What follows belongs to an exercise in optimizing a design on an open flow for small area and a short achievable clock period; a production flow would make more cautious choices.
In this exercise RTL edits were held to simulation tests only and were not proved equivalent to the original.

## flow/design.v (module list and top-level ports; edited modules follow where they fit)
// module wallace_tree_multiplier: 1128 lines
// module mul_fa: 4 lines
// module mul_ha: 4 lines
module wallace_tree_multiplier (
    input  logic        clk,
    input  logic        reset,
    input  logic [31:0] multiplicand,
    input  logic [31:0] multiplier,
    output logic [63:0] product,
    output logic        overflow
);
  // ...
==> flow/flow/run.sh <==
#!/bin/bash
# Standard ORFS layout, with plain buf_1 cells as the port buffers (buffer_ports
# otherwise picks a delay-cell buffer for every port).
set -euo pipefail
export BUFFER_PORTS_ARGS="-buffer_cell sky130_fd_sc_hd__buf_1"
bash standard.sh > standard_flow.log 2>&1
==> flow/standard.sh <==
#!/bin/bash
# synth_recipe.tcl (not shown) runs the flow's synth.tcl, then flattens the netlist and writes it again
# the make line also repeats each setting of config.mk as NAME=value (left out here)
make -C /OpenROAD-flow-scripts/flow DESIGN_CONFIG=/design/flow/config.mk WORK_HOME=/design/flow/orfs CLKGATE_MAP_FILE= SYNTH_SCRIPT=/design/flow/synth_recipe.tcl "${@:-finish}"
==> flow/config.mk <==
export PLATFORM = sky130hd
export DESIGN_NAME = wallace_tree_multiplier
export DESIGN_NICKNAME = wallace_tree_multiplier
export VERILOG_FILES = /design/flow/design.v
export SDC_FILE = /design/flow/constraint.sdc
export NUM_CORES = 4
export LEC_CHECK = 0
export ABC_AREA = 1
export CAP_MARGIN = 20
export CORE_MARGIN = 2
export CORE_UTILIZATION = 50
export SETUP_SLACK_MARGIN = 5
export SLEW_MARGIN = 20
export SYNTH_HIERARCHICAL = 1
==> flow/constraint.sdc <==
create_clock -name core_clock -period 13.5 [get_ports {clk}]
set_input_delay 2.7000 -clock core_clock [delete_from_list [all_inputs] [get_ports {clk}]]
set_output_delay 2.7000 -clock core_clock [all_outputs]
set_load 0.01 [all_outputs]
==> metrics.md, run 1 <==
| Metric | Value |
|---|---|
| Top Layer Used | `met4` |
| Setup Crit Path Kind | `in -> reg` |
| Post-synthesis average cell area | `9.02 um2` |
| Most frequent cells in the layout | `xor2_1, o22ai_1, fa_1` |
| Setup ws final | `slightly above 5 ns` |
| Setup_tns | `0 ns` |
| Max reg flops | `64` |
| Ys Warns | `7` |
| Nets | `roughly 3,300` |
| CP delay by family, top | `adder cells` |
| Die height | `roughly 220 um` |
| Via count | `22,066` |
| Fraction of area in registers | `0.0597` |
| Multi-input combinational area share | `0.779` |
| Top FF cell, synth | `dfrtp_1` |
| Layout cells sized above 1 | `0.147` |
| EDFF count, synth | `0` |
| Initial antenna violation count | `0` |
| Clk pin slew, worst setup/hold paths | `0.06 ns` |
| Status | `finished clean` |
| Xor/xnor cell area share of the yosys netlist | `0.194` |
| Post-CTS sizing | `152` |
| Post-synth top area share | `0.372` |
| Worst Setup EP | `product[32]` |
| Final Instance Area | `between 0.02 and 0.03 mm2` |
| Diode count | `0` |
| Die footprint | `just under 0.05 mm2` |
| CTS tree | `yes` |
| Ys async rst share | `1.00` |
| Cell area after synthesis | `between 0.02 and 0.025 mm2` |
| Routability Congestion | `0.913` |
| Vias in the first global route | `22,199` |
| Hold_buf cts | `0` |
| Clock sink total | `65` |
| DIE WIDTH | `~220 um` |
| Rows | `80` |
| GRT overflow | `0` |
| Beginning of the critical path | `multiplier[9]` |
==> inputs of run 2 (changes only) <==
--- a/flow/config.mk
+++ b/flow/config.mk
@@ -9,5 +9,5 @@
 export CAP_MARGIN = 20
 export CORE_MARGIN = 2
-export CORE_UTILIZATION = 50
+export CORE_UTILIZATION = 60
 export SETUP_SLACK_MARGIN = 5
 export SLEW_MARGIN = 20
==> run 2 against run 1 <==
  * Critical path depth increased by 1
  * Via count up 1.5%
  * Still clean
  * Routed wire length increased by 0.80%
  * First-iteration DRC count grew 19%
  * Non-clock buffer count is 15 lower
  * Register-to-register slack better by 0.16 ns
  * Highest routed layer unchanged
==> metrics.md, run 2 <==
| Metric | Value |
|---|---|
| Status | `finished clean (unchanged)` |
| Diode count | `0 (unchanged)` |
| Hold Worst Slack | `0.549 ns (was 0.616 ns)` |
| Number of slew-limit violations in the final report | `0 (unchanged)` |
| CP cell instances | `clkbuf_2, buf_12, nand2_2, inv_1, nor2_2, clkinv_1, buf_8, o22ai_1, xor2_2, fa_1, fa_1, fa_1, fa_1, fa_1, ha_1, ha_1, nand2_1, nor2_1, nor2_2, nand2_4, nand2_4, nand3_4, fa_1, xor2_1 (was clkbuf_2, buf_12, clkinvlp_4, o21ai_2, buf_12, o22ai_2, xor2_1, fa_1, fa_2, fa_1, fa_1, fa_1, fa_1, ha_2, ha_4, nand2_1, nor2_4, nand2_1, nor2_2, nand2_4, nand3_4, buf_12, fa_1)` |
| GRT overflow | `0 (unchanged)` |
| Cell area after synthesis | `0.0239 mm2 (unchanged)` |
| EDFF count, synth | `0 (unchanged)` |
| Die height | `204 um (was 223 um)` |
| Final WL | `94.0 mm (was 93.3 mm)` |
| Insertion delay to the later sink of the worst-skew pair | `0.37 ns (was 0.38 ns)` |
| Starting Density | `0.605 (was 0.504)` |
| Data arrival time of the critical path | `8.60 ns (was 8.65 ns)` |
| #FFs+latches synth | `65 (unchanged)` |
| Critical path startpoint category | `input pin (unchanged)` |
| Via count | `22,389 (was 22,066)` |
| Setup_tns | `0 ns (unchanged)` |
| Crit-path max FO | `31 (unchanged)` |
| Area leader, netlist | `fa_1 (unchanged)` |
| Setup Crit Path Kind | `in -> reg (unchanged)` |
| Max Fclk | `120 MHz (was 119 MHz)` |
| Tcrit/Tclk final | `0.619 (was 0.622)` |
| Post-Place Worst Slack | `3.52 ns (was 3.14 ns)` |
| Sequential cell area fraction in the yosys report | `0.0680 (unchanged)` |
| Ys async rst share | `1.00 (unchanged)` |
| DR DRC count | `0 (unchanged)` |
| Post-synthesis average cell area | `9.02 um2 (unchanged)` |
| Rows | `73 (was 80)` |
| Area contributors post-synth | `fa_1, xor2_1, o22ai_1 (unchanged)` |
| CP delay by family, top | `adder cells (unchanged)` |
| Clock sink total | `65 (unchanged)` |
| Max reg flops | `64 (unchanged)` |
| DR iter-0 viols | `3,292 (was 2,773)` |
| Syn-to-layout area delta | `13.0% (was 13.9%)` |
| Nets | `3,282 (was 3,297)` |
| Syn Inst Count | `2,652 (unchanged)` |
| Setup violators final | `0 (unchanged)` |
| Avg WL per Cell | `29.2 um (was 28.1 um)` |
| Most instantiated library cell after synthesis | `xor2_1 (unchanged)` |
| Worst Clk Skew | `0.00718 ns (was 0.00727 ns)` |
| Top FF cell, synth | `dfrtp_1 (unchanged)` |
| Largest registers | `product (64), overflow (1) (unchanged)` |
| CTS max path bufs | `2 (unchanged)` |
| Setup crit end kind | `register (unchanged)` |
| Buf+Inv Stages, Crit Path | `5 (unchanged)` |
| Placeable Area | `0.0395 mm2 (was 0.0474 mm2)` |
| Tmin final | `8.35 ns (was 8.39 ns)` |
| Drt via density | `6.96 (was 6.64)` |
| Post-layout util | `0.683 (was 0.574)` |
| Fin. Hold Viols | `0 (unchanged)` |
| Hpwl dp | `58.2 mm (was 58.5 mm)` |
| Post-synth top area share | `0.372 (unchanged)` |
| Most common cell after layout, fill and taps aside | `xor2_1 (unchanged)` |
| Max Cap Viol | `0 (unchanged)` |
| Worst slew margin | `0.394 (was 0.146)` |
| Final non-filler cell total | `3,218 (was 3,323)` |
| CTS tree | `yes (unchanged)` |
| GRT Total Usage | `0.444 (was 0.371)` |
| CP peak stage delay | `0.56 ns (was 0.58 ns)` |
| DIE WIDTH | `204 um (was 223 um)` |
| Pre-antenna DRT Iters | `9 (was 7)` |
| Num CTS Buffers | `9 (unchanged)` |
| RSZ-0062 raised after global routing | `no (unchanged)` |
| Post-route ant nets | `0 (unchanged)` |
| CTS root buffer | `clkbuf_16 (unchanged)` |
| Ys Warns | `7 (unchanged)` |
| Most frequent cells in the layout | `xor2_1, o22ai_1, fa_1 (unchanged)` |
| Vias in the first global route | `22,267 (was 22,199)` |
| Hold Crit Class | `reg -> reg (unchanged)` |
| Slew @ Worst Pin | `0.906 ns (was 1.27 ns)` |
| Worst endpoint required time | `13.75 ns (was 13.76 ns)` |
| Most flops, register | `product (unchanged)` |
| Setup ws final | `5.15 ns (was 5.11 ns)` |
| Layout cells sized above 1 | `0.141 (was 0.147)` |
| Routability Congestion | `0.948 (was 0.913)` |
| Critical path's slowest cell | `fa_1 (unchanged)` |
| IO buf count | `130 (unchanged)` |
| Most instantiated cells after synthesis | `xor2_1, o22ai_1, fa_1 (unchanged)` |
| Final Instance Area | `0.0270 mm2 (was 0.0272 mm2)` |
| Placed instance area | `0.0246 mm2 (was 0.0247 mm2)` |
| Syn_nets | `3,246 (unchanged)` |
| Die footprint | `0.0415 mm2 (was 0.0496 mm2)` |
| I/O Pins | `131 (unchanged)` |
| Inst Count DP | `3,127 (was 3,214)` |
| Clk pin slew, worst setup/hold paths | `0.06 ns (about the same)` |
| Largest net degree at the start of global routing | `66 (unchanged)` |
| First-pass GRT wire length | `137 mm (was 139 mm)` |
| Crit path top cell by count | `fa_1 (unchanged)` |
| CTS H-Tree Depth | `3 (unchanged)` |
| Synth cell types | `43 (unchanged)` |
| Initial antenna violation count | `0 (unchanged)` |
[run 2: changes by cell type in the layout (fill, tap and decap cells not counted), sizes merged, moves of 3 or more]
| cell | before | now |
|---|---|---|
| buf | 276 | 260 |
| bufbuf | 5 | 8 |
| clkbuf | 30 | 27 |
| clkinv | 3 | 7 |
| clkinvlp | 11 | 8 |
[run 2: layer usage]
| layer | part of all wire | vias to the layer above | global-route usage |
|---|---|---|---|
| met2 | 0.42 | 2086 | 0.634 |
| li1 | - | 8979 | - |
| met1 | 0.38 | 10904 | 0.611 |
| met5 | 0 | - | 0 |
| met4 | 0.053 | 0 | 0.205 |
| met3 | 0.15 | 420 | 0.149 |
[run 2: tightest hold or removal path, stage by stage, from the launching register on]
cell and delay, ns:
dfrtp_1 0.36, xnor2_1 0.12, a21oi_1 0.04
[run 2: cell families after synthesis]
logic type / share of synthesized area
AO/OA/AOI/OAI: 0.159
XOR/XNOR: 0.194
adder cells (fa/ha/maj): 0.416
buffers and inverters: 0.0795
flip-flops: 0.0680
AND/OR/NAND/NOR: 0.0838
[run 2: Yosys stat by module (local to each module, per instance)]
module	flip-flops and latches	times used	cell area (um2)
mul_ha	0	25	12.5
wallace_tree_multiplier	65	1	14800
mul_fa	0	442	20.0
[run 2: final timing paths]
| kind | startpoint | endpoint | depth (start not counted) | slack [ns] |
|---|---|---|---|---|
| setup / recovery | multiplier[5] | product[33] | 24 | 5.15 |
| setup reg to reg | product[21] | overflow | 4 | 11.50 |
| hold / removal | product[62] | overflow | 2 | 0.55 |
| max in group asynchronous | reset | product[49] | 3 | 10.34 |
| min in group asynchronous | reset | product[10] | 3 | 2.57 |
| hold reg to reg | product[62] | overflow | 2 | 0.55 |
[run 2: cell type report]
| class | instances | area (um2) |
|---|---|---|
| fillers | 3252 | 12500 |
| clock inverters | 6 | 90.1 |
| well taps | 525 | 657 |
| multi-input cells | 2134 | 21200 |
| repair buffers | 285 | 2470 |
| flip-flops and latches | 65 | 1630 |
| clock buffers | 10 | 239 |
| inverters | 193 | 753 |
[run 2: what timing repair did]
action / 4_1_cts / 5_1_grt
resized for setup: 127 / 160
hold buffers: 0 / 0
pin swaps: 7 / 39
setup buffers: 14 / 44
gates cloned: 10 / 7
setup endpoints to repair: 47 / 35
==> inputs of run 3 (changes only) <==
--- a/flow/config.mk
+++ b/flow/config.mk
@@ -9,5 +9,5 @@
 export CAP_MARGIN = 20
 export CORE_MARGIN = 2
-export CORE_UTILIZATION = 60
+export CORE_UTILIZATION = 40
 export SETUP_SLACK_MARGIN = 5
 export SLEW_MARGIN = 20
==> run 3 against run 2 <==
  * Worst hold slack better by 0.0073 ns
  * Global-route usage is 14 points lower
  * Maximum frequency decreased by 0.80%
  * Via count is 0.40% higher
  * Count of clock-buffer cells in the layout increased by 1
  * Die area rose by 49%
  * Non-clock buffer count rose by 4
  * Clock skew rose by 0.00085 ns
  * Critical path depth decreased by 4
==> metrics.md, run 3 <==
| Metric | Value |
|---|---|
| Hold Worst Slack | `0.556 ns (was 0.549 ns)` |
| Launching point of the worst reg2reg path | `product[21] (unchanged)` |
| GR Layer Usage met3 | `0.0872 (was 0.149)` |
| Beginning of the critical path | `multiplicand[9] (was multiplier[5])` |
| Post-synth top area share | `0.372 (unchanged)` |
| Num CTS Buffers | `9 (unchanged)` |
| Hpwl dp | `60.7 mm (was 58.2 mm)` |
| Pre-antenna DRT Iters | `9 (unchanged)` |
| Tcrit/Tclk final | `0.624 (was 0.619)` |
| Synth cell types | `43 (unchanged)` |
| DR DRC count | `0 (unchanged)` |
| EDFF count, synth | `0 (unchanged)` |
| Vias in the first global route | `22,685 (was 22,267)` |
| Initial antenna violation count | `2 (was 0)` |
| Ys Warns | `7 (unchanged)` |
| Tmin final | `8.42 ns (was 8.35 ns)` |
| Insertion delay to the later sink of the worst-skew pair | `0.38 ns (was 0.37 ns)` |
| Diode count | `0 (unchanged)` |
| #FFs+latches synth | `65 (unchanged)` |
| Clk pin slew, worst setup/hold paths | `0.06 ns (about the same)` |
| Max Cap Viol | `0 (unchanged)` |
| Worst slew margin | `0.245 (was 0.394)` |
| RSZ-0062 raised after global routing | `no (unchanged)` |
| Number of slew-limit violations in the final report | `0 (unchanged)` |
| Critical path startpoint category | `input pin (unchanged)` |
| Layout cells sized above 1 | `0.149 (was 0.141)` |
| Die height | `249 um (was 204 um)` |
| Inst Count DP | `3,373 (was 3,127)` |
| Drt via density | `6.48 (was 6.96)` |
| Most common cell after layout, fill and taps aside | `xor2_1 (unchanged)` |
| Cell area after synthesis | `0.0239 mm2 (unchanged)` |
| Met1 GRT Util | `0.389 (was 0.611)` |
| Slew @ Worst Pin | `1.12 ns (was 0.906 ns)` |
| Setup crit end kind | `register (unchanged)` |
| Routability Congestion | `0.958 (was 0.948)` |
| Worst endpoint required time | `13.76 ns (was 13.75 ns)` |
| Most instantiated library cell after synthesis | `xor2_1 (unchanged)` |
| GRT overflow | `0 (unchanged)` |
| Most frequent cells in the layout | `xor2_1, o22ai_1, fa_1 (unchanged)` |
| Rows | `89 (was 73)` |
| DIE WIDTH | `249 um (was 204 um)` |
| Starting Density | `0.405 (was 0.605)` |
| Area leader, netlist | `fa_1 (unchanged)` |
| I/O Pins | `131 (unchanged)` |
| Most flops, register | `product (unchanged)` |
| GR peak layer | `met2 (unchanged)` |
| Syn Inst Count | `2,652 (unchanged)` |
| Setup_tns | `0 ns (unchanged)` |
| CTS tree | `yes (unchanged)` |
| Post-route ant nets | `0 (unchanged)` |
| Sequential cell area fraction in the yosys report | `0.0680 (unchanged)` |
| Post-layout util | `0.468 (was 0.683)` |
| CTS root buffer | `clkbuf_16 (unchanged)` |
| Hold_buf cts | `0 (unchanged)` |
| Max reg flops | `64 (unchanged)` |
| Met2 Use GR | `0.454 (was 0.634)` |
| Data arrival time of the critical path | `8.68 ns (was 8.60 ns)` |
| Clock sink total | `65 (unchanged)` |
| Worst Clk Skew | `0.00803 ns (was 0.00718 ns)` |
| Setup violators final | `0 (unchanged)` |
| Fin. Hold Viols | `0 (unchanged)` |
| Syn-to-layout area delta | `15.6% (was 13.0%)` |
| First-pass GRT wire length | `142 mm (was 137 mm)` |
| Status | `finished clean (unchanged)` |
| Crit-path max FO | `32 (was 31)` |
| Final non-filler cell total | `3,470 (was 3,218)` |
| CTS H-Tree Depth | `3 (unchanged)` |
| Nets | `3,286 (was 3,282)` |
| Die footprint | `0.0618 mm2 (was 0.0415 mm2)` |
| IO buf count | `130 (unchanged)` |
| Largest net degree at the start of global routing | `66 (unchanged)` |
| Max Fclk | `119 MHz (was 120 MHz)` |
| Syn_nets | `3,246 (unchanged)` |
| Placeable Area | `0.0590 mm2 (was 0.0395 mm2)` |
| Final WL | `97.9 mm (was 94.0 mm)` |
| DR iter-0 viols | `3,032 (was 3,292)` |
| CTS max path bufs | `2 (unchanged)` |
| Post-synthesis average cell area | `9.02 um2 (unchanged)` |
| Hold Crit Class | `reg -> reg (unchanged)` |
| Ys async rst share | `1.00 (unchanged)` |
| GRT Total Usage | `0.303 (was 0.444)` |
| Avg WL per Cell | `28.2 um (was 29.2 um)` |
| Via count | `22,479 (was 22,389)` |
| Top FF cell, synth | `dfrtp_1 (unchanged)` |
| Setup Crit Path Kind | `in -> reg (unchanged)` |
| Largest registers | `product (64), overflow (1) (unchanged)` |
| Most instantiated cells after synthesis | `xor2_1, o22ai_1, fa_1 (unchanged)` |
| Area contributors post-synth | `fa_1, xor2_1, o22ai_1 (unchanged)` |
| Hold path startpoint | `product[63] (was product[62])` |
## run 3: cell counts after synthesis
Identical to the previous run, type by type.
## run 3: routing by layer
metal | share of wire | up-vias
met2 | 0.43 | 1958
met1 | 0.37 | 11036
li1 | - | 8992
met4 | 0.069 | 4
met3 | 0.13 | 489
met5 | 0.00023 | -
## run 3: worst paths after layout
kind / endpoint / cells after the start / slack (ns)
max: product[33] / 20 / 5.08
min: overflow / 2 / 0.56
max reg2reg: overflow / 4 / 11.41
min reg2reg: overflow / 2 / 0.56
max in group asynchronous: product[21] / 3 / 10.37
min in group asynchronous: overflow / 3 / 2.55
## run 3: final cells by class
class / instances / area (um2)
Timing Repair Buffer: 289 / 2690
Inverter: 193 / 778
Fill cell: 5518 / 31400
Sequential cell: 65 / 1630
Timing Repair inverter: 1 / 7.51
Clock inverter: 5 / 77.6
Clock buffer: 11 / 253
Tap cell: 773 / 967
Multi-Input combinational cell: 2133 / 21200
## run 3: stage by stage
step	area (um2)	setup slack (ns)
final	27600	5.08
after global routing	27600	4.95
after detailed placement	24900	3.32
after floorplan	23900	5.28
after CTS	26500	4.99
after global placement	24900	3.36
## run 3: critical path, stage by stage
cell and delay, ns:
buf_1 0.08, inv_2 0.73, o22ai_1 0.24, xor2_1 0.26
fa_1 0.63, fa_2 0.48, fa_1 0.41, fa_1 0.56
fa_1 0.44, ha_1 0.20, ha_1 0.28, ha_1 0.37
nand2_4 0.13, nor2_4 0.04, buf_4 0.13, a21oi_4 0.18
nand3_4 0.10, buf_12 0.16, fa_1 0.37, xor2_1 0.15
## run 3: repair_timing
action,in CTS,in global routing
gates resized for setup,159,166
cloned,13,10
endpoints found under the setup margin,48,33
setup buffers,31,27
pin swaps,12,47
## run 3: logic make-up after synthesis
| kind of cell | Yosys count | share of synthesized area |
|---|---|---|
| AO/OA/AOI/OAI | 613 | 0.159 |
| XOR/XNOR | 531 | 0.194 |
| adder cells (fa/ha/maj) | 528 | 0.416 |
| AND/OR/NAND/NOR | 458 | 0.0838 |
| buffers and inverters | 457 | 0.0795 |
| flip-flops | 65 | 0.0680 |
## run 3: per-module statistics from Yosys (local to each module, per instance)
module | cells inside | area [um2] | flip-flops and latches
mul_fa | 1 | 20.0 | 0
mul_ha | 1 | 12.5 | 0
wallace_tree_multiplier | 2185 | 14800 | 65
==> inputs of run 4 (changes only) <==
--- a/flow/config.mk
+++ b/flow/config.mk
@@ -10,5 +10,5 @@
 export CORE_MARGIN = 2
 export CORE_UTILIZATION = 40
-export SETUP_SLACK_MARGIN = 5
+export SETUP_SLACK_MARGIN = 4.5
 export SLEW_MARGIN = 20
 export SYNTH_HIERARCHICAL = 1
==> run 4 against run 3 <==
  * Critical path depth is 6 higher
  * Design area is 6.1% lower
  * Routed wire length is 6.0% lower
  * Still clean on timing, DRC and antenna
  * Sequential cell count stayed put
==> metrics.md, run 4 <==
| Metric | Value |
|---|---|
| Status | `finished clean (unchanged)` |
| Ys Warns | `7 (unchanged)` |
| I/O Pins | `131 (unchanged)` |
| Number of slew-limit violations in the final report | `0 (unchanged)` |
| Hold_buf cts | `0 (unchanged)` |
| #FFs+latches synth | `65 (unchanged)` |
| Syn-to-layout area delta | `8.55% (was 15.6%)` |
| Initial antenna violation count | `4 (was 2)` |
| RSZ-0062 raised after global routing | `yes (was no)` |
| Area contributors post-synth | `fa_1, xor2_1, o22ai_1 (unchanged)` |
| Adder-cell area share of the yosys netlist | `0.416 (unchanged)` |
| Most frequent cells in the layout | `xor2_1, o22ai_1, fa_1 (unchanged)` |
| Crit-path max FO | `36 (was 32)` |
| Ys async rst share | `1.00 (unchanged)` |
| DR iter-0 viols | `2,966 (was 3,032)` |
| First-pass GRT wire length | `137 mm (was 142 mm)` |
| Largest registers | `product (64), overflow (1) (unchanged)` |
| Critical path startpoint category | `input pin (unchanged)` |
| Post-Place Worst Slack | `3.32 ns (unchanged)` |
| CTS root buffer | `clkbuf_16 (unchanged)` |
| Clk pin slew, worst setup/hold paths | `0.06 ns (about the same)` |
| Placeable Area | `0.0590 mm2 (unchanged)` |
| Worst Clk Skew | `0.00625 ns (was 0.00803 ns)` |
| Die footprint | `0.0618 mm2 (unchanged)` |
| IO buf count | `130 (unchanged)` |
| Pre-antenna DRT Iters | `7 (was 9)` |
| Rows | `89 (unchanged)` |
| Syn_nets | `3,246 (unchanged)` |
| Setup violators final | `0 (unchanged)` |
| Setup Crit Path Kind | `in -> reg (unchanged)` |
| Post-synthesis average cell area | `9.02 um2 (unchanged)` |
| Insertion delay to the later sink of the worst-skew pair | `0.38 ns (about the same)` |
| Fin. Hold Viols | `0 (unchanged)` |
| CTS tree | `yes (unchanged)` |
| Worst slew margin | `0.230 (was 0.245)` |
| Num CTS Buffers | `9 (unchanged)` |
| Post-layout util | `0.440 (was 0.468)` |
| Xor/xnor cell area share of the yosys netlist | `0.194 (unchanged)` |
| Final WL | `92.1 mm (was 97.9 mm)` |
| Routability Congestion | `0.958 (unchanged)` |
| Setup ws final | `4.68 ns (was 5.08 ns)` |
| DIE WIDTH | `249 um (unchanged)` |
| Beginning of the critical path | `multiplier[21] (was multiplicand[9])` |
| Worst endpoint required time | `13.75 ns (was 13.76 ns)` |
| Syn Inst Count | `2,652 (unchanged)` |
| Most common cell after layout, fill and taps aside | `xor2_1 (unchanged)` |
| Max Cap Viol | `0 (unchanged)` |
| Sequential cell area fraction in the yosys report | `0.0680 (unchanged)` |
| Setup crit end kind | `register (unchanged)` |
| Synth Area in Simple Gates | `0.0838 (unchanged)` |
| DR DRC count | `0 (unchanged)` |
| Synth cell types | `43 (unchanged)` |
| Largest net degree at the start of global routing | `66 (unchanged)` |
| Clock sink total | `65 (unchanged)` |
| Via count | `21,503 (was 22,479)` |
| CTS H-Tree Depth | `3 (unchanged)` |
| Largest family of logic cells by synthesized area | `adder cells (unchanged)` |
| CTS max path bufs | `2 (unchanged)` |
| Avg WL per Cell | `27.0 um (was 28.2 um)` |
| Area leader, netlist | `fa_1 (unchanged)` |
| Launching point of the worst reg2reg path | `product[21] (unchanged)` |
| Post-route ant nets | `0 (unchanged)` |
| Tmin final | `8.82 ns (was 8.42 ns)` |
| Area fraction in compound gates after synthesis | `0.159 (unchanged)` |
| Nets | `3,228 (was 3,286)` |
| Hpwl dp | `60.7 mm (unchanged)` |
| Cell area after synthesis | `0.0239 mm2 (unchanged)` |
| Hold path startpoint | `product[63] (unchanged)` |
| Die height | `249 um (unchanged)` |
| Hold Crit Class | `reg -> reg (unchanged)` |
| Layout cells sized above 1 | `0.0909 (was 0.149)` |
| GRT Total Usage | `0.292 (was 0.303)` |
| Max Fclk | `113 MHz (was 119 MHz)` |
| Drt via density | `6.30 (was 6.48)` |
| Starting Density | `0.405 (unchanged)` |
| EDFF count, synth | `0 (unchanged)` |
| Top FF cell, synth | `dfrtp_1 (unchanged)` |
| Tcrit/Tclk final | `0.654 (was 0.624)` |
| GRT overflow | `0 (unchanged)` |
| Max reg flops | `64 (unchanged)` |
| Multiplexer area fraction after synthesis | `0 (unchanged)` |
| Post-synth top area share | `0.372 (unchanged)` |
| Most flops, register | `product (unchanged)` |
| Data arrival time of the critical path | `9.07 ns (was 8.68 ns)` |
| Most instantiated library cell after synthesis | `xor2_1 (unchanged)` |
| Slew @ Worst Pin | `1.14 ns (was 1.12 ns)` |
| FILL cells | `5,668 (was 5,518)` |
| Most instantiated cells after synthesis | `xor2_1, o22ai_1, fa_1 (unchanged)` |
| Vias in the first global route | `22,225 (was 22,685)` |
| Setup_tns | `0 ns (unchanged)` |
==> run 4: what timing repair did <==
action                                 in CTS  in global routing
buffers inserted                            9                  9
resized for setup                          71                 45
setup endpoints to repair                  32                 32
gates cloned                                2                  3
endpoints found under the hold margin       0                  0
pin swaps                                   6                  2
==> run 4: routing by layer <==
metal  vias to the layer above  track usage  part of all wire
met2                      1611        0.448              0.44
li1                       8860            -                 -
met1                     10675        0.376              0.38
met5                         -            0           0.00047
met4                         6        0.149             0.053
met3                       351       0.0831              0.12
==> run 4: cells by family (layout without fill, tap and decap cells) <==
family                   count (synthesis)  in the layout
buffers and inverters                  457            443
adder cells (fa/ha/maj)                528            528
AND/OR/NAND/NOR                        458            459
flip-flops                              65             65
AO/OA/AOI/OAI                          613            613
XOR/XNOR                               531            531
other                                    0              1
==> run 4: path summary, 6_finish.rpt <==
kind / cells after the start / endpoint / slack (ns)
min: 2 / overflow / 0.56
max reg2reg: 4 / overflow / 11.57
min reg2reg: 2 / overflow / 0.56
min in group asynchronous: 3 / product[34] / 2.55
max: 26 / product[47] / 4.68
max in group asynchronous: 3 / product[21] / 10.37
==> run 4: critical path: stages <==
cell and delay (ns):
clkbuf_2 0.10, buf_12 0.28, inv_1 0.20, o21ai_2 0.19, buf_4 0.32, o22ai_1 0.13, xor2_1 0.24, fa_1 0.50
fa_1 0.45, fa_1 0.46, fa_1 0.43, fa_1 0.53, fa_1 0.43, ha_1 0.28, ha_1 0.33, nand2_1 0.15
nor2_4 0.18, nand2_1 0.08, nor2_1 0.15, nand2_2 0.10, nand3_4 0.12, buf_12 0.15, buf_4 0.23, nand2_1 0.09
nand3_1 0.08, nand2_1 0.10
==> run 4: metrics by stage <==
step                      hold WS (ns)  instances  area (um2)
final                            0.557       3413       26000
after global routing             0.597       3413       26000
after CTS                        0.571       3400       25600
after detailed placement         0.555       3373       24900
after global placement           0.543       3373       24900
after floorplan                  0.584       2652       23900
==> run 4: layout make-up <==
type,instances,area (um2),share of cell area
clock inverters,5,77.6,0.00299
inverters,193,742,0.0286
multi-input cells,2131,20600,0.794
repair buffers,234,1680,0.0648
clock buffers,11,253,0.00974
flip-flops and latches,65,1630,0.0627
well taps,773,967,0.0373
diodes,1,2.50,0.0000964
==> run 4: modules after synthesis (local to each module, per instance) <==
| module | flops+latches | cells |
|---|---|---|
| wallace_tree_multiplier | 65 | 2185 |
| mul_fa | 0 | 1 |
| mul_ha | 0 | 1 |
==> inputs of run 5 (changes only) <==
--- a/flow/config.mk
+++ b/flow/config.mk
@@ -9,5 +9,5 @@
 export CAP_MARGIN = 20
 export CORE_MARGIN = 2
-export CORE_UTILIZATION = 40
+export CORE_UTILIZATION = 50
 export SETUP_SLACK_MARGIN = 4.5
 export SLEW_MARGIN = 20
==> run 5 against run 4 <==
  * Utilization increased by 10 points
  * Critical path depth shrank 4
  * Final cell count decreased by 4.2%
  * Critical endpoint is now product[53]
  * Still clean on timing, DRC and antenna
  * Design area decreased by 0.55%
  * Register-to-register slack lost 0.19 ns
  * Worst setup slack gained 0.015 ns
==> metrics.md, run 5 <==
| Metric | Value |
|---|---|
| Nets | `3,244 (was 3,228)` |
| DIE WIDTH | `223 um (was 249 um)` |
| Most flops, register | `product (unchanged)` |
| R2R Setup Slk | `11.38 ns (was 11.57 ns)` |
| CTS H-Tree Depth | `3 (unchanged)` |
| Vias in the first global route | `21,887 (was 22,225)` |
| #FFs+latches synth | `65 (unchanged)` |
| Area contributors post-synth | `fa_1, xor2_1, o22ai_1 (unchanged)` |
| I/O Pins | `131 (unchanged)` |
| Diode count | `0 (was 1)` |
| Tmin final | `8.81 ns (was 8.82 ns)` |
| Max Cap Viol | `0 (unchanged)` |
| CP cell instances | `buf_4, inv_1, o21ai_4, buf_4, o22ai_1, xor2_1, fa_1, fa_1, fa_1, fa_1, fa_1, fa_1, ha_1, nand2_2, inv_2, nand2_2, nor2_2, nand2_2, nor3_1, nand2_1, nand3_1, nand2_1` |
| Setup crit end kind | `register (unchanged)` |
| Hold Crit Class | `reg -> reg (unchanged)` |
| Num CTS Buffers | `9 (unchanged)` |
| Largest net degree at the start of global routing | `66 (unchanged)` |
| Avg WL per Cell | `27.5 um (was 27.0 um)` |
| Initial antenna violation count | `0 (was 4)` |
| Largest registers | `product (64), overflow (1) (unchanged)` |
| CP delay by family, top | `adder cells (unchanged)` |
| Max Fclk | `114 MHz (was 113 MHz)` |
| CTS root buffer | `clkbuf_16 (unchanged)` |
| Fin. Hold Viols | `0 (unchanged)` |
| Inst Count DP | `3,214 (was 3,373)` |
| Layout cells sized above 1 | `0.0934 (was 0.0909)` |
| Post-synth top area share | `0.372 (unchanged)` |
| Hold_buf cts | `0 (unchanged)` |
| Hpwl dp | `58.5 mm (was 60.7 mm)` |
| Placeable Area | `0.0474 mm2 (was 0.0590 mm2)` |
| Clock sink total | `65 (unchanged)` |
| Rows | `80 (was 89)` |
| Most common cell after layout, fill and taps aside | `xor2_1 (unchanged)` |
| Worst Clk Skew | `0.00836 ns (was 0.00625 ns)` |
| Data arrival time of the critical path | `9.08 ns (was 9.07 ns)` |
| Most instantiated cells after synthesis | `xor2_1, o22ai_1, fa_1 (unchanged)` |
| Final non-filler cell total | `3,270 (was 3,413)` |
| Critical path startpoint category | `input pin (unchanged)` |
| Syn-to-layout area delta | `7.96% (was 8.55%)` |
| DR iter-0 viols | `2,727 (was 2,966)` |
| Crit-path max FO | `23 (was 36)` |
| Worst endpoint required time | `13.77 ns (was 13.75 ns)` |
| Die height | `223 um (was 249 um)` |
| Slew @ Worst Pin | `1.24 ns (was 1.14 ns)` |
| Syn_nets | `3,246 (unchanged)` |
| Drt via density | `6.57 (was 6.30)` |
| Tcrit/Tclk final | `0.653 (was 0.654)` |
| CP peak stage delay | `0.59 ns (was 0.53 ns)` |
| Insertion delay to the later sink of the worst-skew pair | `0.38 ns (about the same)` |
| Setup_tns | `0 ns (unchanged)` |
| Clk pin slew, worst setup/hold paths | `0.06 ns (about the same)` |
| Ys Warns | `7 (unchanged)` |
| Area leader, netlist | `fa_1 (unchanged)` |
| CTS tree | `yes (unchanged)` |
| Cell area after synthesis | `0.0239 mm2 (unchanged)` |
| Synth cell types | `43 (unchanged)` |
| Starting Density | `0.504 (was 0.405)` |
| EDFF count, synth | `0 (unchanged)` |
| RSZ-0062 raised after global routing | `no (was yes)` |
| GRT Total Usage | `0.362 (was 0.292)` |
| Via count | `21,497 (was 21,503)` |
| Post-synthesis average cell area | `9.02 um2 (unchanged)` |
| Most frequent cells in the layout | `xor2_1, o22ai_1, fa_1 (unchanged)` |
| Setup violators final | `0 (unchanged)` |
| Die footprint | `0.0496 mm2 (was 0.0618 mm2)` |
| Syn Inst Count | `2,652 (unchanged)` |
| Top FF cell, synth | `dfrtp_1 (unchanged)` |
| DR DRC count | `0 (unchanged)` |
| Max reg flops | `64 (unchanged)` |
| Final WL | `90.0 mm (was 92.1 mm)` |
| Routability Congestion | `0.913 (was 0.958)` |
| Setup Crit Path Kind | `in -> reg (unchanged)` |
| Number of slew-limit violations in the final report | `0 (unchanged)` |
| IO buf count | `130 (unchanged)` |
| Ys async rst share | `1.00 (unchanged)` |
| Pre-antenna DRT Iters | `6 (was 7)` |
| GRT overflow | `0 (unchanged)` |
| Post-route ant nets | `0 (unchanged)` |
| Status | `finished clean (unchanged)` |
| Critical path's slowest cell | `fa_1 (unchanged)` |
| Buf+Inv Stages, Crit Path | `4 (was 6)` |
| Crit path top cell by count | `fa_1 (unchanged)` |
| Sequential cell area fraction in the yosys report | `0.0680 (unchanged)` |
| Most instantiated library cell after synthesis | `xor2_1 (unchanged)` |
| CTS max path bufs | `2 (unchanged)` |
| Worst slew margin | `0.166 (was 0.230)` |
| First-pass GRT wire length | `136 mm (was 137 mm)` |
==> run 5: path summary, 6_finish.rpt <==
| path | to | depth (start not counted) | startpoint |
|---|---|---|---|
| worst max-delay path | product[53] | 22 | multiplier[27] |
| worst min-delay path | overflow | 2 | product[62] |
| worst max register to register | overflow | 4 | product[44] |
| worst min register to register | overflow | 2 | product[62] |
| max in group asynchronous | product[40] | 3 | reset |
| min in group asynchronous | product[0] | 3 | reset |
==> run 5: metal layers <==
metal / up-vias / wire length [um] / GRT usage
met2: 1544 / 39400 / 0.541
met3: 264 / 11000 / 0.0964
met5: - / 0 / 0
met1: 10794 / 35700 / 0.498
met4: 0 / 3900 / 0.148
li1: 8895 / - / -
==> run 5: metrics by stage <==
stage | util | worst slack, ns | cell area (um2) | hold slack [ns]
6_report | 0.544 | 4.69 | 25800 | 0.604
5_1_grt | 0.544 | 4.49 | 25800 | 0.629
4_1_cts | 0.534 | 4.49 | 25400 | 0.601
3_5_place_dp | 0.520 | 3.14 | 24700 | 0.584
3_3_place_gp | 0.520 | 3.33 | 24700 | 0.595
2_1_floorplan | - | 5.28 | 23900 | 0.584
==> run 5: cell type report <==
class,count,area (um2)
clock buffer,11,253
clock inverter,5,77.6
fill,4396,21600
inverter,193,741
multi-input combinational,2131,20600
sequential,65,1630
tap,615,769
timing repair buffer,249,1730
timing repair inverter,1,5.00
==> run 5: repair_timing <==
action                                  in CTS  in global routing
endpoints found under the setup margin      46                 32
gates cloned                                 2                  3
pin swaps                                    3                  2
gates resized for setup                     39                 65
setup buffers                               18                 17
==> run 5: worst min-delay path, delay by kind of cell (launching register included) <==
kind | cells | cell delay [ns]
flops | 1 | 0.38
xor+xnor | 1 | 0.15
compound gates | 1 | 0.04
==> run 5: Yosys stat by module, one instance, submodules excluded <==
module,flip-flops and latches,copies in the design,cells,area (um2)
wallace_tree_multiplier,65,1,2185,14800
mul_ha,0,25,1,12.5
mul_fa,0,442,1,20.0
==> run 5: kinds of logic after synthesis <==
kind of cell             count (synthesis)  synth area share
buffers and inverters                  457            0.0795
AO/OA/AOI/OAI                          613             0.159
flip-flops                              65            0.0680
AND/OR/NAND/NOR                        458            0.0838
adder cells (fa/ha/maj)                528             0.416
XOR/XNOR                               531             0.194
==> inputs of run 6 (changes only) <==
--- a/flow/config.mk
+++ b/flow/config.mk
@@ -10,5 +10,5 @@
 export CORE_MARGIN = 2
 export CORE_UTILIZATION = 50
-export SETUP_SLACK_MARGIN = 4.5
+export SETUP_SLACK_MARGIN = 4
 export SLEW_MARGIN = 20
 export SYNTH_HIERARCHICAL = 1
==> run 6 against run 5 <==
  * Synthesized cell count is the same
  * Clock skew shrank 0.0020 ns
  * Sequential share of layout area grew 0.14 points
  * Largest cell class unchanged
  * Highest routed layer unchanged
==> metrics.md, run 6 <==
| Metric | Value |
|---|---|
| Tmin final | `9.23 ns (was 8.81 ns)` |
| Diode count | `0 (unchanged)` |
| CTS tree | `yes (unchanged)` |
| Tcrit/Tclk final | `0.683 (was 0.653)` |
| Storage element area | `0.00163 mm2 (unchanged)` |
| IO buf count | `130 (unchanged)` |
| Ys async rst share | `1.00 (unchanged)` |
| Data arrival time of the critical path | `9.50 ns (was 9.08 ns)` |
| Launching point of the worst reg2reg path | `product[21] (was product[44])` |
| Post-layout util | `0.533 (was 0.544)` |
| Synth cell types | `43 (unchanged)` |
| Ys Warns | `7 (unchanged)` |
| FILL cells | `4,435 (was 4,396)` |
| Most frequent cells in the layout | `xor2_1, o22ai_1, fa_1 (unchanged)` |
| Max reg flops | `64 (unchanged)` |
| Post-synth top area share | `0.372 (unchanged)` |
| Status | `finished clean (unchanged)` |
| Max Fclk | `108 MHz (was 114 MHz)` |
| Insertion delay to the later sink of the worst-skew pair | `0.38 ns (about the same)` |
| Hold path startpoint | `product[62] (unchanged)` |
| Most common cell after layout, fill and taps aside | `xor2_1 (unchanged)` |
| Layout cells sized above 1 | `0.0787 (was 0.0934)` |
| RSZ-0062 raised after global routing | `no (unchanged)` |
| RR Endpoint | `overflow (unchanged)` |
| CTS root buffer | `clkbuf_16 (unchanged)` |
| First-pass GRT wire length | `135 mm (was 136 mm)` |
| Pre-antenna DRT Iters | `6 (unchanged)` |
| Hpwl dp | `58.5 mm (unchanged)` |
| Syn-to-layout area delta | `5.69% (was 7.96%)` |
| Fin. Hold Viols | `0 (unchanged)` |
| Top FF cell, synth | `dfrtp_1 (unchanged)` |
| DIE WIDTH | `223 um (unchanged)` |
| Post-Place Worst Slack | `3.14 ns (unchanged)` |
| Most instantiated library cell after synthesis | `xor2_1 (unchanged)` |
| Syn_nets | `3,246 (unchanged)` |
| Cell area after synthesis | `0.0239 mm2 (unchanged)` |
| Clk pin slew, worst setup/hold paths | `0.06 ns (about the same)` |
| Syn Inst Count | `2,652 (unchanged)` |
| Inst Count DP | `3,214 (unchanged)` |
| Post-synthesis average cell area | `9.02 um2 (unchanged)` |
| Post-route ant nets | `0 (unchanged)` |
| Number of slew-limit violations in the final report | `0 (unchanged)` |
| Setup_tns | `0 ns (unchanged)` |
| Area leader, netlist | `fa_1 (unchanged)` |
| Drt via density | `6.60 (was 6.57)` |
| EDFF count, synth | `0 (unchanged)` |
| Starting Density | `0.504 (unchanged)` |
| Worst endpoint required time | `13.77 ns (about the same)` |
| Via count | `21,422 (was 21,497)` |
| Avg WL per Cell | `27.3 um (was 27.5 um)` |
| CTS max path bufs | `2 (unchanged)` |
| CTS H-Tree Depth | `3 (unchanged)` |
| Max Cap Viol | `0 (unchanged)` |
| Hold Path Cell Cnt | `2 (unchanged)` |
| Largest net degree at the start of global routing | `66 (unchanged)` |
| #FFs+latches synth | `65 (unchanged)` |
| Most instantiated cells after synthesis | `xor2_1, o22ai_1, fa_1 (unchanged)` |
| Final WL | `88.6 mm (was 90.0 mm)` |
| Routability Congestion | `0.913 (unchanged)` |
| Hold Crit Class | `reg -> reg (unchanged)` |
| I/O Pins | `131 (unchanged)` |
| Setup crit end kind | `register (unchanged)` |
| Vias in the first global route | `21,918 (was 21,887)` |
| Placeable Area | `0.0474 mm2 (unchanged)` |
| Area contributors post-synth | `fa_1, xor2_1, o22ai_1 (unchanged)` |
| Sequential cell area fraction in the yosys report | `0.0680 (unchanged)` |
| Slew @ Worst Pin | `1.13 ns (was 1.24 ns)` |
| Initial antenna violation count | `0 (unchanged)` |
| Worst slew margin | `0.238 (was 0.166)` |
| GRT overflow | `0 (unchanged)` |
| Num CTS Buffers | `9 (unchanged)` |
| Setup violators final | `0 (unchanged)` |
| Largest registers | `product (64), overflow (1) (unchanged)` |
| Multi-input gate area | `0.0205 mm2 (was 0.0206 mm2)` |
| Nets | `3,219 (was 3,244)` |
| DR iter-0 viols | `2,563 (was 2,727)` |
| Hold_buf cts | `0 (unchanged)` |
| Clock sink total | `65 (unchanged)` |
| Critical path startpoint category | `input pin (unchanged)` |
| Rows | `80 (unchanged)` |
| Worst Clk Skew | `0.00638 ns (was 0.00836 ns)` |
| GRT Total Usage | `0.360 (was 0.362)` |
| DR DRC count | `0 (unchanged)` |
| Crit-path max FO | `36 (was 23)` |
| R2R cell count | `4 (unchanged)` |
| Hold path endpoint | `overflow (unchanged)` |
| Final non-filler cell total | `3,245 (was 3,270)` |
| Die height | `223 um (unchanged)` |
| R2R Setup Slk | `11.39 ns (was 11.38 ns)` |
| Die footprint | `0.0496 mm2 (unchanged)` |
| Most flops, register | `product (unchanged)` |
| Setup Crit Path Kind | `in -> reg (unchanged)` |
| Setup ws final | `4.27 ns (was 4.69 ns)` |
run 6: layer usage:
layer,global-route usage,routed length (um)
met1,0.496,35700
met2,0.539,38700
met3,0.0939,10400
met4,0.149,3760
met5,0,0
run 6: worst max path at each step:
stage	cells past startpoint	from	endpoint	slack [ns]
2_1_floorplan	23	multiplier[3]	product[33]	5.28
5_1_grt	22	multiplier[27]	product[60]	4.02
4_1_cts	26	multiplier[17]	product[37]	4.02
3_5_place_dp	19	multiplier[0]	product[33]	3.14
3_3_place_gp	25	multiplier[5]	product[33]	3.33
6_report	23	multiplier[21]	product[47]	4.27
run 6: worst max-delay path: stages:
cell and delay [ns]:
clkbuf_2 0.09, buf_8 0.38, nor2_1 0.19, nor2_1 0.25, clkinvlp_4 0.35, buf_4 0.25
o22ai_1 0.19, xor2_1 0.26, fa_1 0.47, fa_1 0.46, fa_1 0.45, fa_1 0.45
fa_1 0.42, fa_1 0.42, fa_1 0.44, ha_1 0.34, nand2_1 0.11, nor2_2 0.23
nand3_1 0.21, nor4_1 0.47, nand2_1 0.15, nand3_1 0.10, nand2_1 0.06
run 6: logic make-up after synthesis:
kind of cell    Yosys count  share of synthesized area
buf+inv                 457                     0.0795
fa+ha+maj               528                      0.416
xor+xnor                531                      0.194
simple gates            458                     0.0838
compound gates          613                      0.159
flops                    65                     0.0680
run 6: area by class of cell:
| cell class | count | share of cell area |
|---|---|---|
| clock inverter | 5 | 0.00307 |
| tap | 615 | 0.0304 |
| timing repair buffer | 225 | 0.0513 |
| sequential | 65 | 0.0644 |
| multi-input combinational | 2131 | 0.812 |
| clock buffer | 11 | 0.0100 |
| inverter | 193 | 0.0292 |
run 6: Yosys stat by module, one instance, submodules excluded:
module,flops+latches,cells inside
wallace_tree_multiplier,65,2185
mul_ha,0,1
mul_fa,0,1
run 6: timing repair:
item	4_1_cts	5_1_grt
pin swaps	1	2
cloned	1	0
endpoints found under the hold margin	0	0
gates resized for setup	10	24
setup endpoints to repair	32	32
setup buffers	8	6
run 6: metrics by stage:
stage | area, um2 | hold slack [ns]
floorplan | 23900 | 0.584
global placement | 24700 | 0.595
detailed placement | 24700 | 0.584
CTS | 25100 | 0.601
global route | 25300 | 0.629
finish | 25300 | 0.601
==> inputs of run 7 (changes only) <==
--- a/flow/config.mk
+++ b/flow/config.mk
@@ -9,6 +9,6 @@
 export CAP_MARGIN = 20
 export CORE_MARGIN = 2
-export CORE_UTILIZATION = 50
-export SETUP_SLACK_MARGIN = 4
+export CORE_UTILIZATION = 60
+export SETUP_SLACK_MARGIN = 4.5
 export SLEW_MARGIN = 20
 export SYNTH_HIERARCHICAL = 1
==> run 7 against run 6 <==
  * Area after synthesis did not move
  * Worst hold slack got worse by 0.053 ns
  * Synthesized cell count did not move
  * Critical endpoint is now product[52]
  * Still clean on timing, DRC and antenna
  * Non-clock buffer count rose by 2
  * Utilization rose by 11 points
  * Sequential share of layout area barely moved
  * Critical path type unchanged
==> metrics.md, run 7 <==
| Metric | Value |
|---|---|
| IO buf count | `130 (unchanged)` |
| Critical path startpoint category | `input pin (unchanged)` |
| Syn_nets | `3,246 (unchanged)` |
| Most common cell after layout, fill and taps aside | `xor2_1 (unchanged)` |
| Most flops, register | `product (unchanged)` |
| Met2 Use GR | `0.625 (was 0.539)` |
| Hold Crit Class | `reg -> reg (unchanged)` |
| Tmin final | `8.81 ns (was 9.23 ns)` |
| GR peak layer | `met2 (unchanged)` |
| CTS tree | `yes (unchanged)` |
| Max reg flops | `64 (unchanged)` |
| Post-synth top area share | `0.372 (unchanged)` |
| Nets | `3,221 (was 3,219)` |
| Sequential cell area fraction in the yosys report | `0.0680 (unchanged)` |
| Cell area after synthesis | `0.0239 mm2 (unchanged)` |
| Max Cap Viol | `0 (unchanged)` |
| CP delay by family, top | `adder cells (unchanged)` |
| Tcrit/Tclk final | `0.653 (was 0.683)` |
| Top FF cell, synth | `dfrtp_1 (unchanged)` |
| Launching point of the worst reg2reg path | `product[21] (unchanged)` |
| EDFF count, synth | `0 (unchanged)` |
| CTS H-Tree Depth | `3 (unchanged)` |
| Starting Density | `0.605 (was 0.504)` |
| Placeable Area | `0.0395 mm2 (was 0.0474 mm2)` |
| Crit-path max FO | `21 (was 36)` |
| Worst slew margin | `0.406 (was 0.238)` |
| Multi-input gate area | `0.0205 mm2 (about the same)` |
| Drt via density | `6.88 (was 6.60)` |
| Setup violators final | `0 (unchanged)` |
| Avg WL per Cell | `28.3 um (was 27.3 um)` |
| Worst Clk Skew | `0.00684 ns (was 0.00638 ns)` |
| Num CTS Buffers | `9 (unchanged)` |
| Beginning of the critical path | `multiplier[21] (unchanged)` |
| Syn-to-layout area delta | `6.38% (was 5.69%)` |
| Setup crit end kind | `register (unchanged)` |
| Buf+Inv Stages, Crit Path | `6 (was 4)` |
| FILL cells | `3,385 (was 4,435)` |
| Max Fclk | `114 MHz (was 108 MHz)` |
| Vias in the first global route | `21,978 (was 21,918)` |
| Storage element area | `0.00163 mm2 (unchanged)` |
| Data arrival time of the critical path | `9.04 ns (was 9.50 ns)` |
| Worst endpoint required time | `13.74 ns (was 13.77 ns)` |
| DR iter-0 viols | `3,157 (was 2,563)` |
| Syn Inst Count | `2,652 (unchanged)` |
| Number of slew-limit violations in the final report | `0 (unchanged)` |
| Hold path startpoint | `product[62] (unchanged)` |
| Crit path top cell by count | `fa_1 (unchanged)` |
| CTS root buffer | `clkbuf_16 (unchanged)` |
| Hold_buf cts | `0 (unchanged)` |
| Post-route ant nets | `0 (unchanged)` |
| Die footprint | `0.0415 mm2 (was 0.0496 mm2)` |
| Ys Warns | `7 (unchanged)` |
| Fin. Hold Viols | `0 (unchanged)` |
| Most instantiated cells after synthesis | `xor2_1, o22ai_1, fa_1 (unchanged)` |
| GR Layer Usage met3 | `0.139 (was 0.0939)` |
| Pre-antenna DRT Iters | `8 (was 6)` |
| Hpwl dp | `58.2 mm (was 58.5 mm)` |
| Critical path's slowest cell | `fa_1 (unchanged)` |
| Post-Place Worst Slack | `3.52 ns (was 3.14 ns)` |
| Most instantiated library cell after synthesis | `xor2_1 (unchanged)` |
| CTS max path bufs | `2 (unchanged)` |
| Via count | `21,716 (was 21,422)` |
| Largest registers | `product (64), overflow (1) (unchanged)` |
| DIE WIDTH | `204 um (was 223 um)` |
| Die height | `204 um (was 223 um)` |
| Layout cells sized above 1 | `0.0821 (was 0.0787)` |
| Setup Crit Path Kind | `in -> reg (unchanged)` |
| Setup ws final | `4.69 ns (was 4.27 ns)` |
| GRT overflow | `0 (unchanged)` |
| Routability Congestion | `0.948 (was 0.913)` |
| Clk pin slew, worst setup/hold paths | `0.06 ns (about the same)` |
| GRT Total Usage | `0.429 (was 0.360)` |
| CP peak stage delay | `0.54 ns (was 0.47 ns)` |
| First-pass GRT wire length | `133 mm (was 135 mm)` |
| DR DRC count | `0 (unchanged)` |
| Final WL | `89.3 mm (was 88.6 mm)` |
| R2R Setup Slk | `11.55 ns (was 11.39 ns)` |
| Post-synthesis average cell area | `9.02 um2 (unchanged)` |
| Area contributors post-synth | `fa_1, xor2_1, o22ai_1 (unchanged)` |
| Status | `finished clean (unchanged)` |
| I/O Pins | `131 (unchanged)` |
| RSZ-0062 raised after global routing | `yes (was no)` |
| Area leader, netlist | `fa_1 (unchanged)` |
| Largest net degree at the start of global routing | `66 (unchanged)` |
| Ys async rst share | `1.00 (unchanged)` |
| Slew @ Worst Pin | `0.891 ns (was 1.13 ns)` |
| Synth cell types | `43 (unchanged)` |
| #FFs+latches synth | `65 (unchanged)` |
| Insertion delay to the later sink of the worst-skew pair | `0.36 ns (was 0.38 ns)` |
| Met1 GRT Util | `0.591 (was 0.496)` |
| Clock sink total | `65 (unchanged)` |
| Setup_tns | `0 ns (unchanged)` |
| Hold Worst Slack | `0.549 ns (was 0.601 ns)` |
| Most frequent cells in the layout | `xor2_1, o22ai_1, fa_1 (unchanged)` |
| Rows | `73 (was 80)` |
| Initial antenna violation count | `1 (was 0)` |
[run 7: cell counts after synthesis]
Identical to the previous run, type by type.
[run 7: path summary, 6_finish.rpt]
| check | endpoint | depth (start not counted) |
|---|---|---|
| setup / recovery | product[52] | 26 |
| hold / removal | overflow | 2 |
| setup reg to reg | overflow | 4 |
| hold reg to reg | overflow | 2 |
| max in group asynchronous | product[49] | 3 |
| min in group asynchronous | product[9] | 3 |
[run 7: layer usage]
metal | routed length [um] | vias up
li1 | - | 8853
met1 | 34400 | 10625
met2 | 37800 | 1868
met3 | 13000 | 370
met4 | 4140 | 0
met5 | 0 | -
[run 7: repair_timing]
item / in CTS / in global routing
gates resized for setup: 23 / 79
endpoints found under the hold margin: 0 / 0
cloned: 1 / 3
buffers inserted: 4 / 6
setup endpoints to repair: 32 / 32
pin swaps: 2 / 2
[run 7: tightest hold or removal path, stage by stage (launching register included)]
cell	delay, ns
dfrtp_1	0.36
xnor2_1	0.12
a21oi_1	0.04
[run 7: kinds of logic after synthesis]
logic type      count (synthesis)  share of synthesized area
buf+inv                       457                     0.0795
compound gates                613                      0.159
simple gates                  458                     0.0838
fa+ha+maj                     528                      0.416
xor+xnor                      531                      0.194
flops                          65                     0.0680
[run 7: final cells by class]
type,instances,share of cell area
clock inverter,6,0.00354
multi-input combinational,2131,0.808
sequential,65,0.0639
antenna,1,0.0000984
timing repair buffer,227,0.0605
inverter,193,0.0289
clock buffer,10,0.00939
tap,525,0.0258
[run 7: metrics by stage]
step                cell area (um2)   util  std cells
floorplan                     23900      -       2652
global placement              24600  0.622       3127
detailed placement            24600  0.622       3127
CTS                           25100  0.634       3148
global route                  25400  0.643       3157
finish                        25400  0.643       3158
[run 7: per-module statistics from Yosys (local to each module, per instance)]
module | flops+latches | cell area [um2] | times used | cells
mul_fa | 0 | 20.0 | 442 | 1
mul_ha | 0 | 12.5 | 25 | 1
wallace_tree_multiplier | 65 | 14800 | 1 | 2185
==> inputs of run 8 (changes only) <==
--- a/flow/config.mk
+++ b/flow/config.mk
@@ -9,5 +9,5 @@
 export CAP_MARGIN = 20
 export CORE_MARGIN = 2
-export CORE_UTILIZATION = 60
+export CORE_UTILIZATION = 70
 export SETUP_SLACK_MARGIN = 4.5
 export SLEW_MARGIN = 20
==> run 8 against run 7 <==
  * Highest routed layer unchanged
  * Register-to-register slack better by 0.10 ns
  * Area after synthesis unchanged
  * Sequential cell count unchanged
  * Count of clock-buffer cells in the layout stayed put
  * Still clean
  * Worst hold slack improved by 0.012 ns
  * Maximum frequency fell by 0.11%
  * Clock skew fell by 0.00067 ns
==> metrics.md, run 8 <==
| Metric | Value |
|---|---|
| Avg WL per Cell | `28.0 um (was 28.3 um)` |
| Setup crit end kind | `register (unchanged)` |
| CP cell instances | `buf_4, inv_1, o21ai_4, buf_6, o22ai_1, xor2_1, fa_1, fa_1, fa_1, fa_1, fa_1, fa_1, ha_1, ha_1, a21oi_1, o21ai_0, a21oi_2, nand3_4, fa_1, xor2_1` |
| RSZ-0062 raised after global routing | `no (was yes)` |
| Vias in the first global route | `22,319 (was 21,978)` |
| Post-route ant nets | `0 (unchanged)` |
| Nets | `3,227 (was 3,221)` |
| Worst endpoint required time | `13.74 ns (about the same)` |
| CTS max path bufs | `2 (unchanged)` |
| Hold_buf cts | `0 (unchanged)` |
| Crit-path max FO | `21 (unchanged)` |
| Largest registers | `product (64), overflow (1) (unchanged)` |
| Diode count | `0 (was 1)` |
| Ys async rst share | `1.00 (unchanged)` |
| Die footprint | `0.0357 mm2 (was 0.0415 mm2)` |
| Setup violators final | `0 (unchanged)` |
| Syn Inst Count | `2,652 (unchanged)` |
| Most instantiated cells after synthesis | `xor2_1, o22ai_1, fa_1 (unchanged)` |
| Worst slew margin | `0.431 (was 0.406)` |
| Most frequent cells in the layout | `xor2_1, o22ai_1, fa_1 (unchanged)` |
| Data arrival time of the critical path | `9.06 ns (was 9.04 ns)` |
| Max reg flops | `64 (unchanged)` |
| Fin. Hold Viols | `0 (unchanged)` |
| Synth cell types | `43 (unchanged)` |
| Top FF cell, synth | `dfrtp_1 (unchanged)` |
| Final WL | `86.5 mm (was 89.3 mm)` |
| #FFs+latches synth | `65 (unchanged)` |
| DR DRC count | `0 (unchanged)` |
| Tcrit/Tclk final | `0.653 (about the same)` |
| Most instantiated library cell after synthesis | `xor2_1 (unchanged)` |
| Crit path top cell by count | `fa_1 (unchanged)` |
| Initial antenna violation count | `0 (was 1)` |
| Sequential cell area fraction in the yosys report | `0.0680 (unchanged)` |
| Setup Crit Path Kind | `in -> reg (unchanged)` |
| Placeable Area | `0.0336 mm2 (was 0.0395 mm2)` |
| GRT overflow | `0 (unchanged)` |
| CP peak stage delay | `0.53 ns (was 0.54 ns)` |
| Clk pin slew, worst setup/hold paths | `0.06 ns (about the same)` |
| Slew @ Worst Pin | `0.854 ns (was 0.891 ns)` |
| Rows | `67 (was 73)` |
| Starting Density | `0.711 (was 0.605)` |
| GRT Total Usage | `0.485 (was 0.429)` |
| Most common cell after layout, fill and taps aside | `xor2_1 (unchanged)` |
| Max Fclk | `113 MHz (was 114 MHz)` |
| Clock sink total | `65 (unchanged)` |
| Status | `finished clean (unchanged)` |
| Insertion delay to the later sink of the worst-skew pair | `0.36 ns (about the same)` |
| Syn_nets | `3,246 (unchanged)` |
| Ys Warns | `7 (unchanged)` |
| CP delay by family, top | `adder cells (unchanged)` |
| I/O Pins | `131 (unchanged)` |
| Worst Clk Skew | `0.00617 ns (was 0.00684 ns)` |
| Critical path's slowest cell | `fa_1 (unchanged)` |
| Syn-to-layout area delta | `6.08% (was 6.38%)` |
| Post-synthesis average cell area | `9.02 um2 (unchanged)` |
| EDFF count, synth | `0 (unchanged)` |
| Post-synth top area share | `0.372 (unchanged)` |
| Largest net degree at the start of global routing | `66 (unchanged)` |
| Hold Crit Class | `reg -> reg (unchanged)` |
| Setup ws final | `4.68 ns (was 4.69 ns)` |
| Pre-antenna DRT Iters | `8 (unchanged)` |
| DR iter-0 viols | `3,347 (was 3,157)` |
| IO buf count | `130 (unchanged)` |
| Post-layout util | `0.755 (was 0.643)` |
| Number of slew-limit violations in the final report | `0 (unchanged)` |
| Most flops, register | `product (unchanged)` |
| Critical path startpoint category | `input pin (unchanged)` |
| CTS root buffer | `clkbuf_16 (unchanged)` |
| Area leader, netlist | `fa_1 (unchanged)` |
| Via count | `22,254 (was 21,716)` |
| Num CTS Buffers | `9 (unchanged)` |
| First-pass GRT wire length | `130 mm (was 133 mm)` |
| Area contributors post-synth | `fa_1, xor2_1, o22ai_1 (unchanged)` |
| Tmin final | `8.82 ns (was 8.81 ns)` |
| Setup_tns | `0 ns (unchanged)` |
| Hpwl dp | `56.5 mm (was 58.2 mm)` |
| Routability Congestion | `0.981 (was 0.948)` |
| Post-Place Worst Slack | `3.49 ns (was 3.52 ns)` |
| Buf+Inv Stages, Crit Path | `3 (was 6)` |
| Layout cells sized above 1 | `0.0876 (was 0.0821)` |
| Cell area after synthesis | `0.0239 mm2 (unchanged)` |
| Max Cap Viol | `0 (unchanged)` |
| CTS H-Tree Depth | `3 (unchanged)` |
| DIE WIDTH | `189 um (was 204 um)` |
| CTS tree | `yes (unchanged)` |
| Drt via density | `7.21 (was 6.88)` |
| Die height | `189 um (was 204 um)` |
## run 8: metrics by stage
stage | cells | hold slack, ns | cell area (um2)
global placement | 3050 | 0.544 | 24500
detailed placement | 3050 | 0.547 | 24500
finish | 3086 | 0.561 | 25400
global route | 3086 | 0.579 | 25400
floorplan | 2652 | 0.584 | 23900
CTS | 3072 | 0.558 | 25000
## run 8: layout make-up
cell class	count	area (um2)
clock buffers	10	239
clock inverters	6	90.1
fillers	2520	8250
inverters	193	732
multi-input cells	2131	20600
flip-flops and latches	65	1630
well taps	448	561
repair buffers	233	1540
## run 8: tightest hold or removal path, cell delays in order, from the launching register on
cell and delay (ns):
dfrtp_1 0.35, xnor2_1 0.13, a21oi_1 0.04
## run 8: path summary, 6_finish.rpt
path	start	end	slack (ns)	depth (start not counted)
max in group asynchronous	reset	product[41]	10.36	3
max reg2reg	product[21]	overflow	11.65	4
min	product[62]	overflow	0.56	2
min reg2reg	product[62]	overflow	0.56	2
max	multiplier[21]	product[33]	4.68	20
min in group asynchronous	reset	product[14]	2.57	3
## run 8: per-module statistics from Yosys, one instance, submodules excluded
module	cells	times used
mul_fa	1	442
mul_ha	1	25
wallace_tree_multiplier	2185	1
## run 8: cells by family after synthesis
family                   Yosys count  synth area share
adder cells (fa/ha/maj)          528             0.416
AO/OA/AOI/OAI                    613             0.159
flip-flops                        65            0.0680
AND/OR/NAND/NOR                  458            0.0838
XOR/XNOR                         531             0.194
buffers and inverters            457            0.0795
## run 8: repair_timing
| action | 4_1_cts | 5_1_grt |
|---|---|---|
| resized for setup | 30 | 79 |
| pin swaps | 3 | 5 |
| buffers inserted | 5 | 13 |
| setup endpoints to repair | 33 | 32 |
| gates cloned | 1 | 1 |
## run 8: metal layers
layer,vias to the layer above,track usage,wire length [um],part of all wire
met3,513,0.199,15500,0.18
met5,-,0,0,0
met1,10636,0.648,30300,0.35
met4,0,0.218,5080,0.059
li1,8859,-,-,-
met2,2246,0.694,35700,0.41

## separate check: timing with driven ports
How much do the figures lean on ideal ports? The routed layouts below were timed once more, with nothing changed but the port constraints. Step 1: set_driving_cell puts a clkbuf_16 on clk and a buf_2 on each other input, an assumption about the parent block. Step 2 adds t to the input delays and takes it off the output delays; t is the mean of the earliest and latest rising clock arrival at the registers after step 1. Input paths then give back, and output paths get back, about the clock's delay inside the block. a / b / c = ideal ports / drivers / drivers and shift; a / b = the first two.
| run | t (ns) | slack for setup (ns) | hold slack, ns |
|---|---|---|---|
| run 1 | 0.435 | 5.105 / 5.128 / 4.693 | 0.616 / 0.616 / 0.616 |
| run 2 | 0.415 | 5.149 / 5.152 / 4.737 | 0.549 / 0.549 / 0.549 |
| run 3 | 0.442 | 5.082 / 5.119 / 4.678 | 0.556 / 0.556 / 0.556 |
| run 4 | 0.441 | 4.676 / 4.711 / 4.270 | 0.557 / 0.557 / 0.557 |
| run 5 | 0.443 | 4.691 / 4.711 / 4.269 | 0.604 / 0.604 / 0.604 |
| run 6 | 0.447 | 4.275 / 4.314 / 3.868 | 0.601 / 0.601 / 0.601 |
| run 7 | 0.410 | 4.691 / 4.712 / 4.302 | 0.549 / 0.549 / 0.549 |
| run 8 | 0.404 | 4.681 / 4.700 / 4.296 | 0.561 / 0.561 / 0.561 |
After both steps setup and hold are still met in every run listed. For run 5, which loses most, drivers alone change the setup slack by +0.020 ns; drivers and shift together by -0.422 ns.
